Source: an optimization exercise on an open RTL-to-GDS flow (aim: small area). Production flows keep margins and buffers that such runs may drop.
The RTL was checked by simulation tests, not by an equivalence proof against the original design.

## flow/design.v (module list and top-level ports; edited modules follow where they fit)
// module butterfly: 4430 lines
// module bf_fa: 6 lines
// module bf_benc: 7 lines
// module bf_ha: 6 lines
// module bf_bsel: 5 lines
// module bf_bseln: 5 lines
module butterfly(clk, rst, mode, a, b, w, c, d);
  // ...
==> flow/flow/run.sh <==
#!/bin/bash
# Own flow: the standard layout (standard.sh), with smaller port buffers and a
# lighter clock tree (no dummy loads). standard.sh's output goes to flow_standard.log in
# this folder; ORFS's per-step logs stay under orfs/logs.
set -euo pipefail
export BUFFER_PORTS_ARGS="-buffer_cell sky130_fd_sc_hd__buf_1"
export CTS_ARGS="-sink_clustering_enable -repair_clock_nets -dont_use_dummy_load -buf_list {sky130_fd_sc_hd__clkbuf_4 sky130_fd_sc_hd__clkbuf_8 sky130_fd_sc_hd__clkbuf_16}"
bash standard.sh > flow_standard.log 2>&1
==> flow/standard.sh <==
#!/bin/bash
# synth_recipe.tcl (not shown) runs the flow's synth.tcl, then flattens the netlist and writes it again
# the make line also repeats each setting of config.mk as NAME=value (left out here)
make -C /OpenROAD-flow-scripts/flow DESIGN_CONFIG=/design/flow/config.mk WORK_HOME=/design/flow/orfs CLKGATE_MAP_FILE= SYNTH_SCRIPT=/design/flow/synth_recipe.tcl "${@:-finish}"
==> flow/config.mk <==
export PLATFORM = sky130hd
export DESIGN_NAME = butterfly
export DESIGN_NICKNAME = butterfly
export VERILOG_FILES = /design/flow/design.v
export SDC_FILE = /design/flow/constraint.sdc
export NUM_CORES = 4
export LEC_CHECK = 0
export CAP_MARGIN = 20
export CORE_MARGIN = 2
export CORE_UTILIZATION = 45
export SLEW_MARGIN = 20
export SYNTH_HIERARCHICAL = 1
==> flow/constraint.sdc <==
create_clock -name core_clock -period 10.0 [get_ports {clk}]
set_input_delay 2.0000 -clock core_clock [delete_from_list [all_inputs] [get_ports {clk}]]
set_output_delay 2.0000 -clock core_clock [all_outputs]
set_load 0.01 [all_outputs]
==> results.txt, run 1 <==
Reg area -> 9210 um2
max frequency -> 122 MHz
Max clock buf depth -> 3
minimum clock period -> 8.18 ns
I/O Buffers -> 163
path class of the lowest-slack min-delay path -> reg -> reg
average cell area after synthesis -> 10.4 um2
clock root buffer -> sky130_fd_sc_hd__clkbuf_16
routing usage on met1 -> 36.1%
gp weighted congestion -> 0.995
cell class ranked first by area -> multi-input gates
proportion of layout cells with a drive suffix above 1 -> 6.02%
proportion of cell area spent on the clock network -> 2.74%
setup total negative slack -> 0 ns
insertion delay to the later sink of the worst-skew pair -> 0.63 ns
initial antenna violation count -> 2
most frequent cells in the layout -> sky130_fd_sc_hd__xnor2_1, sky130_fd_sc_hd__fa_1, sky130_fd_sc_hd__a22oi_1, sky130_fd_sc_hd__dfxtp_1, sky130_fd_sc_hd__ha_1
outcome -> finished clean
length of routed wiring on met1 -> 55.0 mm
worst setup skew after layout -> 0.0417 ns
total via count after detailed routing -> 31,200
net count of the finished layout -> 5,049
number of fill cells in the layout -> 8,750
setup slack at placement -> 2.15 ns
max reg flops -> 64
count of flip-flops with a built-in enable after synthesis -> 0
post-detail-place hpwl -> 95.5 mm
detailed-route DRC error count -> 0
XOR/XNOR share of the synthesized area -> 14.5%
die height -> 312 um
hold path startpoint -> a1[29]
terminating pin of the worst hold path -> a2[29]
Worst Max-Slew Pin Slew -> 1.21 ns
detailed-routing iteration count for the pre-antenna-repair pass -> 6
antenna violation net count after detailed routing -> 0
Critical Path Sink Type -> flip-flop
sequential element share of the synthesized area -> 21.5%
==> run 2, diff against run 1 <==
==> flow/flow/run.sh (replaced) <==
#!/bin/bash
# Own flow: the standard layout (standard.sh), with smaller port buffers and a
# lighter clock tree (no dummy loads). standard.sh's output goes to flow_standard.log in
# this folder; ORFS's per-step logs stay under orfs/logs.
set -euo pipefail
export BUFFER_PORTS_ARGS="-buffer_cell sky130_fd_sc_hd__buf_1"
export CTS_ARGS="-sink_clustering_enable -repair_clock_nets -dont_use_dummy_load -buf_list {sky130_fd_sc_hd__clkbuf_8}"
bash standard.sh > flow_standard.log 2>&1
==> results.txt, run 2 <==
delay contributed by the slowest stage of the critical path -> 0.85 ns
Area contributors post-synth -> sky130_fd_sc_hd__fa_1, sky130_fd_sc_hd__dfxtp_1, sky130_fd_sc_hd__xnor2_1
CP startpoint kind -> flip-flop
quantity of hold-fixing buffers added after cts -> 0
path depth of the worst reg2reg path -> 19
total via count after detailed routing -> 31,500 (+0.89%)
CTS tree -> yes
die height -> 312 um (unchanged)
number of primary I/O pins -> 164
H-Tree Depth -> 3
Cell variety after synth -> 78
most frequent cells in the layout -> sky130_fd_sc_hd__xnor2_1, sky130_fd_sc_hd__fa_1, sky130_fd_sc_hd__a22oi_1, sky130_fd_sc_hd__dfxtp_1, sky130_fd_sc_hd__ha_1
number of vias per cell -> 5.87
overflow left after global routing -> 0
critical path data required time -> 10.58 ns
WP data arrival -> 8.68 ns
worst-path maximum fanout -> 22
registers with the most flip-flops -> p2 (64), y1 (33)
critical path's most frequent cell -> sky130_fd_sc_hd__fa_1
proportion of layout cells with a drive suffix above 1 -> 6.64% (+0.62 points)
Slew HR -> 20.5%
gp weighted congestion -> 0.995 (unchanged)
net count of the finished layout -> 5,076 (+0.53%)
final routed wirelength across all metal layers -> 134 mm
via count of the first global-routing pass -> 32,400
I/O Buffers -> 163 (unchanged)
outcome -> finished clean
max reg flops -> 64 (unchanged)
area occupied by multi-input gates -> 31,600 um2
final count of hold timing violations -> 0
initial DRC count -> 2,993
post-CTS setup buffer count -> 0
post_cts resized -> 0
async set or reset register ratio after synthesis -> 0%
detailed-routing iteration count for the pre-antenna-repair pass -> 6 (unchanged)
critical path's slowest cell -> sky130_fd_sc_hd__o22ai_4
max frequency -> 124 MHz (+0.99%)
Initial Util -> 45.6%
path class of the lowest-slack min-delay path -> reg -> reg
Worst Max-Slew Pin Slew -> 1.19 ns (-0.0162 ns)
maximum number of pins on one net before global-route repair -> 100
average cell area after synthesis -> 10.4 um2 (unchanged)
initial antenna violation count -> 5 (+3)
antenna violation net count after detailed routing -> 0 (unchanged)
part of the cycle the worst path needs -> 81.0%
number of standard cells after synthesis -> 4,122
clock root buffer -> sky130_fd_sc_hd__clkbuf_8
die area -> 97,300 um2
Num CTS Buffers -> 77
Critical Path Sink Type -> flip-flop
global-route wire length before repair -> 202 mm
area fraction of the dominant cell type after synthesis -> 27.7%
post-detail-place hpwl -> 95.5 mm (unchanged)
synth warn -> 7
count of flip-flops with a built-in enable after synthesis -> 0 (unchanged)
placeable core area -> 93,600 um2
cell accounting for the most synthesized area -> sky130_fd_sc_hd__fa_1
RSZ-0062 raised after global routing -> no
sequential element share of the synthesized area -> 21.5% (unchanged)
number of instances on the worst hold path -> 0
insertion delay to the later sink of the worst-skew pair -> 0.73 ns (+0.10 ns)
Max-Cap Viols -> 0
global-route total usage across every layer -> 27.3%
Post-Syn Area -> 42,700 um2
minimum clock period -> 8.10 ns (-0.0798 ns)
worst setup skew after layout -> 0.0811 ns (+0.0393 ns)
setup total negative slack -> 0 ns (unchanged)
clock-pin slew of the registers on the worst-case setup and hold paths -> 0.06 ns
number of fill cells in the layout -> 8,780 (+0.34%)
dominant synthesized flop cell -> sky130_fd_sc_hd__dfxtp_1
startpoint-to-endpoint class of the critical path -> reg -> reg
final count of pins violating max slew -> 0
area growth from synthesis to final layout -> 6.64%
Reg area -> 9210 um2 (unchanged)
final setup violating endpoints -> 0
register bit total from synthesis -> 458
detailed-route DRC error count -> 0 (unchanged)
CTS sink cnt -> 458
chain of cells forming the critical path -> nand2b_1 -> o22ai_4 -> a22oi_1 -> xnor2_1 -> fa_1 -> fa_1 -> fa_1 -> fa_1 -> fa_1 -> ha_1 -> a21oi_1 -> o21ai_0 -> a22oi_1 -> o211ai_1 -> o21ai_1 -> o31ai_1 -> a211o_1 -> a21oi_1 -> xnor2_1
routed length per instance -> 24.9 um
Max clock buf depth -> 3 (unchanged)
site row count -> 112
die width -> 312 um
register ranked first by flip-flop count -> p2
most numerous cell types in the synthesized netlist -> sky130_fd_sc_hd__fa_1, sky130_fd_sc_hd__xnor2_1, sky130_fd_sc_hd__a22oi_1
## run 2: Yosys stat by module, one instance, submodules excluded
module / flip-flops and latches / copies in the design / cells inside
bf_benc: 0 / 16 / 5
bf_fa: 0 / 550 / 1
butterfly: 458 / 1 / 3492
## run 2: layout make-up
| type | instances | share of cell area [%] |
|---|---|---|
| diodes | 3 | 0.0165 |
| clock buffers | 77 | 2.33 |
| repair buffers | 261 | 2.99 |
| inverters | 198 | 1.63 |
| multi-input cells | 3120 | 69.4 |
| well taps | 1254 | 3.45 |
| flip-flops and latches | 458 | 20.2 |
## run 2: cells by family after synthesis
group                      after synthesis  synth area share [%]
AOI/OAI and AO/OA                      922                  15.7
DFF                                    458                  21.5
other                                    1               0.00879
xor gates and xnor gates               705                  14.5
muxes                                    1                0.0235
and+or+nand+nor                        629                  7.71
buffers and inverters                  546                  5.01
adders and majority gates              860                  35.6
## run 2: through the flow
step,worst slack (ns),utilization [%],hold WS (ns),area [um2],instances
3_3_place_gp,2.20,47.4,0.310,44400,5290
6_report,1.90,48.6,0.266,45500,5371
5_1_grt,1.70,48.6,0.277,45500,5370
4_1_cts,2.13,48.6,0.268,45500,5367
3_5_place_dp,2.15,47.4,0.312,44400,5290
2_1_floorplan,3.45,-,0.310,42700,4124
## run 2: path summary, 6_finish.rpt
check               from     end  slack [ns]
setup / recovery   w1[9]  p2[53]        1.90
hold / removal    a1[22]  a2[22]        0.27
setup reg to reg   w1[9]  p2[53]        1.90
hold reg to reg   a1[22]  a2[22]        0.27
## run 2: worst max-delay path: cells and delay by family, from the launching register on
kind                     cells  cell delay, ns
AO/OA/AOI/OAI               10            3.74
XOR/XNOR                     2            0.40
adder cells (fa/ha/maj)      6            2.81
flip-flops                   1            0.80
AND/OR/NAND/NOR              1            0.19
## run 2: layer usage
metal | wire (um) | track usage (%)
met1 | 55100 | 36.3
met2 | 60300 | 43.0
met3 | 13700 | 7.29
met4 | 4630 | 9.84
met5 | 11 | 0

port drivers added, routing unchanged:
The results above use ideal ports. As a check the final layouts listed here were re-extracted and re-timed, cells and wires unchanged.
Step 1 assumes that a clkbuf_16 drives the clock port and a buf_2 every other input.
Step 2 also shifts input and output timing later by t, the mid clock arrival at the registers, as if the neighbouring blocks saw the same clock.
a / b / c = ideal ports / drivers / drivers and shift; a / b = the first two.
run	t (ns)	slack for setup (ns)	slew at the worst register clock pin (ns)
run 1	0.677	1.824 / 1.824 / 1.824	0.06 / 0.06
run 2	0.754	1.904 / 1.904 / 1.904	0.06 / 0.06
After both steps every run listed still meets setup and hold.
